Background: an optimization exercise with open tools, aiming at small area and a short achievable clock period. Do not read the settings as production practice. Function was not checked in any run shown here: the RTL went through the layout flow alone. No driver is modelled on the clock port, so clocking that relies on it looks cheaper here than on a real chip.

## flow/design.v (module list and top-level ports; edited modules follow where they fit)
// module Vedic: 24 lines
// module mul32: 5206 lines
// module fa1: 4 lines
// module ha1: 4 lines
// module bsel: 3 lines
// module hai1: 4 lines
module Vedic(
  input             clk,
  input             rst,
  input      [31:0] A_5,
  input      [31:0] B_5,
  output reg [63:0] Q_REG
);
  // ...
==> flow/flow/run.sh <==
#!/bin/bash
# Standard ORFS layout (the standard.sh); the port buffers are buf_1, and
# the resizer's setup repair aims at 7.5 ns of slack on the 14 ns clock,
# working on the worst paths only (TNS_END_PERCENT=0).
set -euo pipefail
bash standard.sh "BUFFER_PORTS_ARGS=-buffer_cell sky130_fd_sc_hd__buf_1" SETUP_SLACK_MARGIN=7.5 TNS_END_PERCENT=0 finish > make_finish.log 2>&1
==> flow/standard.sh <==
#!/bin/bash
# synth_recipe.tcl (not shown) runs the flow's synth.tcl, then flattens the netlist and writes it again
# the make line also repeats each setting of config.mk as NAME=value (left out here)
make -C /OpenROAD-flow-scripts/flow DESIGN_CONFIG=/design/flow/config.mk WORK_HOME=/design/flow/orfs CLKGATE_MAP_FILE= SYNTH_SCRIPT=/design/flow/synth_recipe.tcl "${@:-finish}"
==> flow/config.mk <==
export PLATFORM = sky130hd
export DESIGN_NAME = Vedic
export DESIGN_NICKNAME = Vedic
export VERILOG_FILES = /design/flow/design.v
export SDC_FILE = /design/flow/constraint.sdc
export NUM_CORES = 4
export LEC_CHECK = 0
export CAP_MARGIN = 20
export CORE_MARGIN = 2
export CORE_UTILIZATION = 40
export SLEW_MARGIN = 20
export SYNTH_HIERARCHICAL = 1
export SYNTH_MINIMUM_KEEP_SIZE = 0
==> flow/constraint.sdc <==
create_clock -name core_clock -period 14.0 [get_ports {clk}]
set_input_delay 2.8000 -clock core_clock [delete_from_list [all_inputs] [get_ports {clk}]]
set_output_delay 2.8000 -clock core_clock [all_outputs]
set_load 0.01 [all_outputs]
==> results.cfg, run 1 <==
[die]
start_util_pct = 40.3
boundaryPins = 130
die_h_um = 275
die-area_um2 = 75500

[sta]
whs_ns = 0.810
fmax_ghz = 0.147
rsz0062_at_grt = true
final-max-slew-violation-count = 0

[detailed_routing]
drt_pre_antenna_iters = 6
met3WireLength_um = 15100

[min_path]
hold_start = B_5_reg[0]
holdPathEnd = Q_REG[0]
hold_class = reg2reg

[global_route]
grt-ovfl-total = 0
grt_first_pass_wirelength_um = 162000

[synth]
synthMuxAreaShare_pct = 0
ys_warn_count = 7
yosysMostFrequentCell = nand2_1
async_reset_ff_share_pct = 100
postSynthCellCount = 2719
synth_xor_xnor_area_share_pct = 0.896
synth-seq-area-share_pct = 10.9
synth_commonest_cells = 1044 x nand2_1, 930 x fa_1, 192 x clkbuf_1, 181 x inv_1, 128 x dfrtp_1

[clock_tree]
cts-resized-gates = 181

[layout]
ff_latch_area_um2 = 3330
area_growth_pct = 18.3
instances_no_fill = 3858
layout.nets = 3973

[worst_setup_path]
crit_top_cell = fa_1
rrSetupSlack_ns = 7.21

[outcome]
status = timing/DRC/antenna clean

[placed_design]
port-buffer-count = 129
==> run 2: changes to the inputs <==
==> flow/flow/run.sh (replaced) <==
#!/bin/bash
# Standard ORFS layout (the standard.sh); the port buffers are buf_1, and
# the resizer's setup repair aims at 8.5 ns of slack on the 14 ns clock,
# working on the worst paths only (TNS_END_PERCENT=0).
set -euo pipefail
bash standard.sh "BUFFER_PORTS_ARGS=-buffer_cell sky130_fd_sc_hd__buf_1" SETUP_SLACK_MARGIN=8.5 TNS_END_PERCENT=0 finish > make_finish.log 2>&1
==> run 2 against run 1 <==
Against the previous run: area after synthesis stayed put; clock-buffer cell count stayed put; final cell count is 2.3% higher; sequential share of layout area is 0.36 points lower; critical path depth stayed put; die area stayed put; flip-flop and latch count stayed put; critical path type unchanged; non-clock buffer count is 85 higher; via count is 3.9% higher; global-route usage is 1.1 points higher.
==> results.cfg, run 2 <==
[worst_setup_path]
r2r_start = A_5_reg[8]
r2r_end = Q_REG[62]
cp-end-kind = register
critical_path.slowest_cell = fa_2
cp_data_required_time_ns = 14.39
path_cells = buf_12 -> buf_12 -> nand2_1 -> fa_1 -> fa_1 -> fa_1 -> fa_1 -> fa_2 -> fa_1 -> fa_2 -> ha_4 -> a21oi_2 -> o21ai_2 -> nor2_4 -> nand2_4 -> o211ai_1 -> a31oi_2 -> nor4_4 -> o31ai_2 -> fa_1 -> inv_1
cp-start-kind = register
reg2regPathDepth = 21
path_max_fanout = 11
rrSetupSlack_ns = 7.23
slowest_delay_ns = 0.66
cp_data_arrival_time_ns = 7.16
path_buf_inv = 3
critPathTopFamily = adder cells
crit_cells = 21
crit_top_cell = fa_1
worst-setup-path-type = reg2reg

[sta]
hold_violations = 0
layout_min_cycle_time_ns = 6.77
finalSetupViolCount = 0
worstMarginPinSlew_ns = 0.808
postLayoutSetupSlackWorst_ns = 7.23
whs_ns = 0.854
clock_skew_ns = 0.0257
final-max-slew-violation-count = 0
fmax_ghz = 0.148
fin_crit_sh_pct = 48.4
rsz0062_at_grt = true
fin_setup_tns_ns = 0
relSlewSlack_pct = 46.1

[synth]
synth-seq-area-share_pct = 10.9
postSynthCellCount = 2719
synth_top_area_share_pct = 63.5
avgSynthCellArea_um2 = 10.8
synth_seq_cells = 128
async_reset_ff_share_pct = 100
ys_warn_count = 7
synth_commonest_cells = 1044 x nand2_1, 930 x fa_1, 192 x clkbuf_1, 181 x inv_1, 128 x dfrtp_1
synth_edf_count = 0
dominantRegCellSynth = dfrtp_1
ys_types = 42
synth_area_leader_cell = fa_1
syn_area_um2 = 29300
synth_area_leaders = fa_1 63%, nand2_1 13%, dfrtp_1 11%, ha_1 3.9%, clkbuf_1 2.5%
yosysMostFrequentCell = nand2_1

[layout]
area_growth_pct = 22.8
ff_latch_area_um2 = 3330
largest_reg_flops = 64
design_area_um2 = 36000
layout-drive-gt1-share_pct = 17.0
multi_input_area_um2 = 25300
fill_cells = 6336
layout.nets = 4058
final_cell_mix = 1035 x nand2_1, 867 x fa_1, 180 x inv_1
instances_no_fill = 3946
mostFrequentLayoutCell = nand2_1

[die]
core-area_um2 = 72800
die_h_um = 275
die_x_um = 275
boundaryPins = 130
die-area_um2 = 75500
rows = 99
start_util_pct = 40.3

[flow_run]
cap_viol_max_count = 0

[clock_tree]
ctsRootBufferMaster = clkbuf_16
clk_pin_slew_ns = 0.07
cts_tree = done
cts_made_buffers = 17
clockBufferDepth = 2
clkSinkCount = 128
htreeDepth = 4
clk_latency_ns = 0.51
postCtsHoldBufs = 0

[detailed_routing]
drt_iter0_drc = 2831
ant_nets = 0
drt_pre_antenna_iters = 14
drcViolationCount = 0
routed_wl_um = 113000
viasPerCell = 5.96
post_drt_wl_per_cell_um = 28.6
vias = 23500

[global_route]
grt_first_pass_wirelength_um = 167000
track_usage_pct = 30.8
grt_max_degree = 57
antenna_found_initial = 3
grt-ovfl-total = 0
first_global_vias = 26900

[min_path]
hold_depth = 2
hold_class = reg2reg
hold_start = B_5_reg[0]
holdPathEnd = Q_REG[0]

[placed_design]
dp_hpwl_um = 63000
dp.cells = 3660
gp_congestion = 0.881
place_area_um2 = 30700
port-buffer-count = 129
post-place-ws_ns = 6.42

[outcome]
status = timing/DRC/antenna clean
## run 2: cell counts after synthesis
No cell type changed its count.
## run 2: logic make-up (layout without fill, tap and decap cells)
| family | count (synthesis) | after routing | synth area share (%) |
|---|---|---|---|
| AOI/OAI and AO/OA | 83 | 83 | 1.87 |
| xor gates and xnor gates | 30 | 30 | 0.896 |
| adders and majority gates | 1022 | 1022 | 67.4 |
| buffers and inverters | 373 | 637 | 4.77 |
| DFF | 128 | 128 | 10.9 |
| other | 0 | 4 | 0 |
| and+or+nand+nor | 1083 | 1083 | 14.1 |
## run 2: how the worst max path moves through the flow
stage | from | endpoint
2_1_floorplan | A_5_reg[0] | Q_REG[62]
3_3_place_gp | A_5_reg[8] | Q_REG[62]
3_5_place_dp | B_5_reg[30] | Q_REG[62]
4_1_cts | B_5_reg[11] | Q_REG[62]
5_1_grt | B_5_reg[11] | Q_REG[43]
6_report | A_5_reg[8] | Q_REG[62]
## run 2: stage by stage
| stage | util [%] |
|---|---|
| after floorplan | - |
| after global placement | 42.2 |
| after detailed placement | 42.2 |
| after CTS | 49.0 |
| after global routing | 49.4 |
| final | 49.4 |
## run 2: worst min-delay path: cells and delay by family, from the launching register on
kind	cells	cell delay, ns
flip-flops	1	0.37
AND/OR/NAND/NOR	1	0.21
buffers and inverters	1	0.22
## run 2: layout make-up
type                       count  area share (%)
antenna                        4          0.0278
sequential                   128            9.24
timing repair buffer         424            13.6
tap                          959            3.33
multi-input combinational   2218            70.2
clock inverter                14           0.476
inverter                     181            1.89
clock buffer                  18            1.22
## run 2: timing repair
| action | CTS | global route |
|---|---|---|
| endpoints found under the setup margin | 47 | 48 |
| pin swaps | 70 | 27 |
| gates resized for setup | 288 | 19 |
| gates cloned | 31 | 2 |
| buffers inserted | 202 | 15 |
## run 2: per-module statistics from Yosys (local to each module, per instance)
module	flip-flops and latches	area, um^2	cells inside
mul32	0	7280	1537
Vedic	128	3200	128
hai1	0	27.5	5
fa1	0	20.0	1
## run 2: metal layers
layer	up-vias	global-route usage, %	part of all wire, %
met1	12200	36.5	33
li1	8571	-	-
met5	-	0	0.16
met2	2159	46.3	44
met3	631	13.0	15
met4	8	20.1	7.5
==> run 3: changes to the inputs <==
==> flow/flow/run.sh (replaced) <==
#!/bin/bash
set -euo pipefail
HERE=$(pwd)
export SKEW_CELLS="dlygate4sd3_1 dlygate4sd3_1"
bash standard.sh \
  "BUFFER_PORTS_ARGS=-buffer_cell sky130_fd_sc_hd__buf_1" \
  REMOVE_ABC_BUFFERS=1 \
  POST_FLOORPLAN_TCL=$HERE/flow/downsize.tcl \
  POST_CTS_TCL=$HERE/flow/skew.tcl \
  SETUP_SLACK_MARGIN=8.5 TNS_END_PERCENT=0 \
  finish > make_finish.log 2>&1
==> flow/flow/downsize.tcl (new file) <==
# Set every combinational cell to the smallest-area cell of the same function
# (same footprint family, e.g. a22oi_2 -> a22oi_1); the timing repair that
# follows sizes up only what the clock period needs.  Registers, clock cells,
# tie cells, tap cells and port buffers are left alone.
set ds_count 0
set ds_saved 0.0
foreach inst [get_cells *] {
  set ref [get_full_name [get_lib_cells -of_objects $inst]]
  set cell [get_property [get_lib_cells -of_objects $inst] name]
  if { ![regexp {^(sky130_fd_sc_hd__)([a-z0-9]+)_([0-9]+)$} $cell -> pre base drive] } { continue }
  if { [regexp {^(df|dl|sdf|edf|clk|conb|tap|fill|decap|diode|buf$|probe|lpflow)} $base] } { continue }
  set name [get_full_name $inst]
  if { [regexp {^(input|output)[0-9]+$} $name] } { continue }
  set best $cell
  set best_area [get_property [get_lib_cells $cell] area]
  foreach d {0 1 2} {
    set cand "${pre}${base}_$d"
    if { $cand eq $cell } { continue }
    set lc [get_lib_cells -quiet $cand]
    if { $lc eq "" } { continue }
    if { [get_property $lc dont_use] } { continue }
    set a [get_property $lc area]
    if { $a < $best_area } { set best $cand; set best_area $a }
  }
  if { $best ne $cell } {
    set ds_saved [expr { $ds_saved + [get_property [get_lib_cells $cell] area] - $best_area }]
    replace_cell $name $best
    incr ds_count
  }
}
puts "downsize: $ds_count cells set to their smallest size, [format %.1f $ds_saved] um2 saved"
==> flow/flow/skew.tcl (new file) <==
set skew_cells [expr { [info exists ::env(SKEW_CELLS)] ? $::env(SKEW_CELLS) : "dlygate4sd3_1 dlygate4sd3_1" }]
set skew_n [llength $skew_cells]
set skew_buf sky130_fd_sc_hd__clkbuf_4
set block [ord::get_db_block]
set groups [dict create]
foreach inst [$block getInsts] {
  if { ![string match "Q_REG*" [$inst getName]] } { continue }
  set it [$inst findITerm CLK]
  set net [$it getNet]
  dict lappend groups [$net getName] $inst
}
set k 0
dict for {netname insts} $groups {
  # centroid of the group
  set sx 0; set sy 0
  set pins {}
  foreach inst $insts {
    set bb [$inst getBBox]
    set sx [expr { $sx + ([$bb xMin] + [$bb xMax]) / 2 }]
    set sy [expr { $sy + ([$bb yMin] + [$bb yMax]) / 2 }]
    lappend pins [get_pins -of_objects [get_cells [$inst getName]] -filter "name == CLK"]
  }
  set n [llength $insts]
  set dbu [$block getDbUnitsPerMicron]
  set cx [expr { double($sx) / $n / $dbu }]
  set cy [expr { double($sy) / $n / $dbu }]
  set b [insert_buffer -buffer_cell $skew_buf -net [get_nets $netname] -load_pins $pins \
           -location [list $cx $cy] -buffer_name skewbuf_$k -net_name skewnet_${k}_0]
  set load [get_pins [get_full_name $b]/A]
  for {set i 1} {$i <= $skew_n} {incr i} {
    set d [insert_buffer -buffer_cell sky130_fd_sc_hd__[lindex $skew_cells [expr { $i - 1 }]] -net [get_nets $netname] -load_pins $load \
             -location [list $cx $cy] -buffer_name skewdly_${k}_$i -net_name skewnet_${k}_$i]
    set load [get_pins [get_full_name $d]/A]
  }
  incr k
}
puts "skew: delayed the clock of [dict size $groups] Q_REG groups by $skew_cells"
foreach net [$block getNets] {
  if { [string match "skewnet_*" [$net getName]] } { $net setSigType CLOCK }
}
detailed_placement
estimate_parasitics -placement
==> run 3 against run 2 <==
Against the previous run: the layout now fails its checks (negative hold slack); final area shrank 1.7%; first-iteration DRC count grew 10%; synthesized cell count is the same; wire length shrank 1.6%; utilization shrank 0.83 points; sequential share of layout area is essentially flat; register-to-register slack gained 1.1 ns; global-route usage shrank 1.6 points; area after synthesis is the same; critical path type unchanged; critical endpoint is now Q_REG[46].
==> results.cfg, run 3 <==
[sta]
final-max-slew-violation-count = 0
relSlewSlack_pct = 34.2
layout_min_cycle_time_ns = 5.63
fin_crit_sh_pct = 40.2
fin_setup_tns_ns = 0
finalSetupViolCount = 0
fmax_ghz = 0.178
rsz0062_at_grt = true
clock_skew_ns = 1.31
worstMarginPinSlew_ns = 0.987
hold_violations = 3
whs_ns = -0.0344
postLayoutSetupSlackWorst_ns = 8.37

[worst_setup_path]
rrSetupSlack_ns = 8.37
cp-end-kind = register
crit_cells = 21
cp_data_required_time_ns = 15.63
reg2regPathDepth = 21
path_buf_inv = 3
critPathTopFamily = adder cells
r2r_end = Q_REG[46]
cp-start-kind = register
path_max_fanout = 6
path_cells = buf_12 -> nand2_1 -> fa_1 -> fa_1 -> fa_1 -> fa_1 -> fa_2 -> fa_1 -> fa_2 -> ha_4 -> a21oi_1 -> o21ai_1 -> nor2_2 -> nand2_4 -> o21ai_4 -> buf_4 -> o21bai_4 -> a21o_1 -> a21o_1 -> fa_1 -> inv_1
r2r_start = A_5_reg[21]
critical_path.slowest_cell = fa_2
cp_data_arrival_time_ns = 7.25
crit_top_cell = fa_1
slowest_delay_ns = 0.67
worst-setup-path-type = reg2reg

[placed_design]
port-buffer-count = 129
dp.cells = 3673
dp_hpwl_um = 63500
post-place-ws_ns = 5.42
gp_congestion = 0.909

[min_path]
hold_depth = 5
hold_class = reg2reg
holdPathEnd = Q_REG[62]
hold_start = A_5_reg[30]

[die]
rows = 99
boundaryPins = 130
core-area_um2 = 72800
die-area_um2 = 75500
die_h_um = 275
die_x_um = 275
start_util_pct = 40.3

[synth]
ys_warn_count = 7
synth-seq-area-share_pct = 10.9
ys_types = 42
postSynthCellCount = 2719
avgSynthCellArea_um2 = 10.8
synth_top_area_share_pct = 63.5
synth_seq_cells = 128
dominantRegCellSynth = dfrtp_1
yosysMostFrequentCell = nand2_1
synth_edf_count = 0
syn_area_um2 = 29300
async_reset_ff_share_pct = 100
synth_commonest_cells = 1044 x nand2_1, 930 x fa_1, 192 x clkbuf_1, 181 x inv_1, 128 x dfrtp_1
synth_area_leader_cell = fa_1
synth_area_leaders = fa_1 63%, nand2_1 13%, dfrtp_1 11%, ha_1 3.9%, clkbuf_1 2.5%

[detailed_routing]
ant_nets = 0
viasPerCell = 5.91
post_drt_wl_per_cell_um = 28.2
vias = 23300
drt_iter0_drc = 3114
routed_wl_um = 111000
drt_pre_antenna_iters = 6
drcViolationCount = 0

[layout]
layout.nets = 4052
layout-drive-gt1-share_pct = 13.3
final_cell_mix = 1039 x nand2_1, 904 x fa_1, 181 x inv_1
mostFrequentLayoutCell = nand2_1
instances_no_fill = 3940
largest_reg_flops = 64
fill_cells = 6406
area_growth_pct = 20.7

[outcome]
status = failed layout checks
so.violations = negative hold slack

[clock_tree]
clk_pin_slew_ns = 0.07
cts_tree = done
clkSinkCount = 128
clk_latency_ns = 1.79

[global_route]
first_global_vias = 26100
grt_max_degree = 66
grt_first_pass_wirelength_um = 160000
antenna_found_initial = 2
grt-ovfl-total = 0
track_usage_pct = 29.2

[flow_run]
cap_viol_max_count = 0
==> run 3: cell counts after synthesis <==
Identical to the previous run, type by type.
==> run 3: Yosys stat by module (local to each module, per instance) <==
module | cell area, um^2 | cells | flip-flops and latches
Vedic | 3200 | 128 | 128
hai1 | 27.5 | 5 | 0
fa1 | 20.0 | 1 | 0
mul32 | 7280 | 1537 | 0
==> run 3: worst max path at each step <==
stage / start / to / slack [ns]
after floorplan: B_5_reg[30] / Q_REG[62] / 7.46
after global placement: B_5_reg[11] / Q_REG[54] / 5.22
after detailed placement: B_5_reg[11] / Q_REG[54] / 5.42
after global routing: A_5_reg[11] / Q_REG[62] / 8.23
final: A_5_reg[21] / Q_REG[46] / 8.37
==> run 3: final cells by class, clock buffers not listed <==
class	instances	area (um^2)	share of cell area (%)
Multi-Input combinational cell	2218	25000	70.8
Clock inverter	15	154	0.435
Timing Repair Buffer	373	4190	11.8
Antenna cell	4	10.0	0.0283
Sequential cell	128	3280	9.28
Tap cell	959	1200	3.39
Inverter	181	679	1.92
==> run 3: cells by family (layout without fill, tap and decap cells) <==
family	count (synthesis)	count (layout)	synth area share (%)
adders and majority gates	1022	1022	67.4
buffers and inverters	373	631	4.77
other	0	4	0
xor gates and xnor gates	30	30	0.896
and+or+nand+nor	1083	1083	14.1
DFF	128	128	10.9
AOI/OAI and AO/OA	83	83	1.87
==> run 3: per-stage QoR <==
step           util [%]  instance area, um^2
2_1_floorplan         -                28600
3_3_place_gp       42.1                30700
3_5_place_dp       42.2                30700
5_1_grt            48.6                35400
6_report           48.6                35400
==> run 3: tightest hold or removal path, delay by kind of cell, from the launching register on <==
| family | cells | cell delay (ns) |
|---|---|---|
| simple gates | 1 | 0.12 |
| flops | 1 | 0.40 |
| buf+inv | 2 | 0.25 |
| fa+ha+maj | 2 | 0.38 |
==> run 3: layer usage <==
metal | routed length, um | track usage [%] | up-vias
met5 | 9 | 0 | -
met4 | 7970 | 17.3 | 2
met3 | 15400 | 10.2 | 560
met2 | 50600 | 46.2 | 2110
met1 | 37200 | 34.7 | 12100
li1 | - | - | 8555

[afterwards: timing with drivers on the ports]
How much do the figures lean on ideal ports? The routed layouts below were timed once more, with nothing changed but the port constraints. Step 1 sets driving cells, clkbuf_16 on the clock port and buf_2 on the other inputs (assumed; they add their load-dependent delay and slew). Step 2, shift: input delay + t, output delay - t, t = (earliest + latest rising clock arrival at the registers) / 2. This alone moves slack from input paths to output paths. Slacks: no drivers / after step 1 / after step 2; pairs: no drivers / after step 1.
| run | shift t [ns] | setup WS [ns] | hold WS [ns] | clock arrival spread, ns | cell pins on the clock port's net |
|---|---|---|---|---|---|
| run 1 | 0.577 | 7.208 / 7.208 / 7.208 | 0.810 / 0.810 / 0.810 | 0.031 / 0.031 | 1 |
| run 2 | 0.562 | 7.228 / 7.228 / 7.228 | 0.854 / 0.854 / 0.854 | 0.026 / 0.026 | 1 |
| run 3 | 1.201 | 8.372 / 8.372 / 8.372 | -0.034 / -0.034 / -0.034 | 1.314 / 1.314 | 1 |
In run 3 the clock reaches the registers at very different times; t lies between them, and the last value is a rough guide only.
